From an optimization exercise on the open Yosys and OpenROAD flow, aimed at small area, a short achievable clock period and few clock cycles; shortcuts taken in it are not production practice. Where RTL was checked, it was by simulation tests only, not by an equivalence proof against the original. Power and IR drop assume default switching activity.

// cpu
module cpu(clk,reset,s,load,in,out,N,V,Z,w);
  input clk, reset, s, load;
  input [15:0] in;
  output [15:0] out;
  output N, V, Z, w;
  reg [13:0] ir;
  wire [13:0] e = load ? {in[14], in[12:0]} : ir;
  always @(posedge clk)
    ir <= e;
  wire       movg = e[13];           
  wire [1:0] op   = e[12:11];        
  wire       movi = movg &  op[1];   
  wire       cmp  = ~movg & ~op[1] &  op[0];
  wire       andi = ~movg &  op[1] & ~op[0];
  wire       inv  = ~movg &  op[0];            
  wire       usea = ~movg & ~(op[1] & op[0]);  
  wire [2:0] rn = e[10:8];
  wire [1:0] sh = e[4:3];
  wire [2:0] rm = e[2:0];
  wire go = s & ~reset;
  reg pend;
  reg [15:0] r0, r1, r2, r3, r4, r5, r6, r7;
  wire [15:0] sum;
  wire        wmovi = ir[13] & ir[12];
  wire [15:0] wdata = wmovi ? {{8{ir[7]}}, ir[7:0]} : sum;
  wire [2:0]  wnum  = wmovi ? ir[10:8] : ir[7:5];
  wire [7:0]  wsel  = pend ? (8'd1 << wnum) : 8'd0;
  always @(posedge clk) begin
    pend <= go & ~cmp;
    if (wsel[0]) r0 <= wdata;
    if (wsel[1]) r1 <= wdata;
    if (wsel[2]) r2 <= wdata;
    if (wsel[3]) r3 <= wdata;
  ...
For scale: ~9300 sq um of cells after synthesis.
==> module cpu, before the edit <==
module cpu(clk,reset,s,load,in,out,N,V,Z,w);
  input clk, reset, s, load;
  input [15:0] in;
  output [15:0] out;
  output N, V, Z, w;
  reg [13:0] ir;
  wire [13:0] e = load ? {in[14], in[12:0]} : ir;
  always @(posedge clk)
    ir <= e;
  wire       movg = e[13];           
  wire [1:0] op   = e[12:11];        
  wire       movi = movg &  op[1];   
  wire       cmp  = ~movg & ~op[1] &  op[0];
  wire       andi = ~movg &  op[1] & ~op[0];
  wire       inv  = ~movg &  op[0];            
  wire       usea = ~movg & ~(op[1] & op[0]);  
  wire [2:0] rn = e[10:8];
  wire [1:0] sh = e[4:3];
  wire [2:0] rm = e[2:0];
  wire go = s & ~reset;
  reg pend;
  reg [15:0] r0, r1, r2, r3, r4, r5, r6, r7;
  wire [15:0] sum;
  wire        wmovi = ir[13] & ir[12];
  wire [15:0] wdata = wmovi ? {{8{ir[7]}}, ir[7:0]} : sum;
  wire [2:0]  wnum  = wmovi ? ir[10:8] : ir[7:5];
  wire [7:0]  wsel  = pend ? (8'd1 << wnum) : 8'd0;
  always @(posedge clk) begin
    pend <= go & ~cmp;
    if (wsel[0]) r0 <= wdata;
    if (wsel[1]) r1 <= wdata;
    if (wsel[2]) r2 <= wdata;
    if (wsel[3]) r3 <= wdata;
    if (wsel[4]) r4 <= wdata;
    if (wsel[5]) r5 <= wdata;
    if (wsel[6]) r6 <= wdata;
    if (wsel[7]) r7 <= wdata;
  end
  wire [127:0] rf = {r7, r6, r5, r4, r3, r2, r1, r0};
  wire [7:0] dn = 8'd1 << rn;
  wire [7:0] dm = 8'd1 << rm;
  wire [7:0] sa = {8{usea}} & dn & ~wsel;
  wire [7:0] sb = dm & ~wsel;
  wire fa = usea & |(dn & wsel);
  wire fb = |(dm & wsel);
  wire [15:0] a, bm;
  rdport pa(rf, wdata, sa, fa, a);
  rdport pb(rf, wdata, sb, fb, bm);
  wire [15:0] pn, gn;
  wire g0n, b15;
  pgcalc pg(a, bm, sh, andi, inv, cmp, pn, gn, g0n, b15);
  reg [15:0] p, g;
  reg vpre;
  reg cw, cf;
  always @(posedge clk) begin
    p    <= pn;
    g    <= {gn[15:1], g0n};
    vpre <= a[15] & b15;
    cw   <= go & ~cmp & ~movi;
    cf   <= go & cmp;
  end
  wire [15:0] cy;    
  adder_carries ac(p, g, cy[15:1]);
  assign cy[0] = cf;    
  assign sum = p ^ cy;
  wire [2:0] nvz = {sum[15], vpre & ~sum[15], &p};
  reg [15:0] c;
  reg [2:0]  st;
  always @(posedge clk) begin
    if (cw) c <= sum;
    if (cf) st <= nvz;
  end
  assign out = cw ? sum : c;
  assign {N, V, Z} = cf ? nvz : st;
  assign w = 1'b1;
endmodule
==> flow/config.mk <==
export PLATFORM = sky130hd
export DESIGN_NAME = cpu
export DESIGN_NICKNAME = cpu
export VERILOG_FILES = /design/flow/design.v
export SDC_FILE = /design/flow/constraint.sdc
export NUM_CORES = 4
export LEC_CHECK = 0
export CAP_MARGIN = 20
export CORE_MARGIN = 2
export CORE_UTILIZATION = 40
export SETUP_SLACK_MARGIN = 5
export SLEW_MARGIN = 20
export SYNTH_HIERARCHICAL = 1
export TNS_END_PERCENT = 100
==> flow/constraint.sdc <==
create_clock -name core_clock -period 10.0 [get_ports {clk}]
set_input_delay 2.0000 -clock core_clock [delete_from_list [all_inputs] [get_ports {clk}]]
set_output_delay 2.0000 -clock core_clock [all_outputs]
set_load 0.01 [all_outputs]
run.sh (not shown) runs the stock make flow with config.mk's settings and CLKGATE_MAP_FILE= SYNTH_SCRIPT=/design/flow/synth_recipe.tcl, a recipe that flattens the netlist after the stock synthesis.
==> next run, changes <==
--- a/flow/design.v
+++ b/flow/design.v
@@ -25,7 +25,7 @@
   output N, V, Z, w;
   reg [13:0] ir;
+  always @(posedge clk)
+    if (load) ir <= {in[14], in[12:0]};
   wire [13:0] e = load ? {in[14], in[12:0]} : ir;
-  always @(posedge clk)
-    ir <= e;
   wire       movg = e[13];           
   wire [1:0] op   = e[12:11];        
@@ -71,16 +71,18 @@
   pgcalc pg(a, bm, sh, andi, inv, cmp, pn, gn, g0n, b15);
   reg [15:0] p, g;
-  reg vpre;
-  reg cw, cf;
-  always @(posedge clk) begin
-    p    <= pn;
-    g    <= {gn[15:1], g0n};
-    vpre <= a[15] & b15;
-    cw   <= go & ~cmp & ~movi;
-    cf   <= go & cmp;
-  end
+  reg cin, vpre;
+  reg cw, cf;    
+  always @(posedge clk)
+    if (go && !movi) begin
+      p    <= pn;
+      g    <= {gn[15:1], g0n};
+      cin  <= cmp;
+      vpre <= a[15] & b15;
+      cw   <= ~cmp;
+      cf   <= cmp;
+    end
   wire [15:0] cy;    
   adder_carries ac(p, g, cy[15:1]);
-  assign cy[0] = cf;    
+  assign cy[0] = cin;
   assign sum = p ^ cy;
   wire [2:0] nvz = {sum[15], vpre & ~sum[15], &p};
=> The changed run finished with timing, DRC and antenna clean; wire length is higher by 3.2%; utilization is higher by 0.75 points; via count is higher by 1.8%; register-to-register slack is worse by 0.16 ns; worst hold slack is worse by 0.013 ns; combinational power is lower by 34%; design area is higher by 5.6%.
Testbench counts after the change, summed over its fixed seeds: cycles 16,000.
Only the layout flow was run in the first run of this note; the RTL was not checked for function there.

afterwards: timing with drivers on the ports:
How much do the figures lean on ideal ports? The routed layouts below were timed once more, with nothing changed but the port constraints.
Step 1: set_driving_cell puts a clkbuf_16 on clk and a buf_2 on each other input, an assumption about the parent block.
Step 2 times the ports against the registers' clock, not the clock port: input delays grow and output delays shrink by t, the midpoint of the rising clock arrivals with the driver on.
a / b / c = ideal / step 1 / step 2; a / b = the first two.
run	t, ns	slack for setup (ns)	worst setup path after step 2	cell pins on the clock port's net
the first run	0.463	5.093 / 5.051 / 4.702	input to register	1
the second run	0.476	5.075 / 5.026 / 4.700	input to register	1
After both steps setup and hold are still met in every run listed. The setup slack of the first run, which loses most, moves by -0.042 ns with the drivers and by -0.391 ns with both steps.
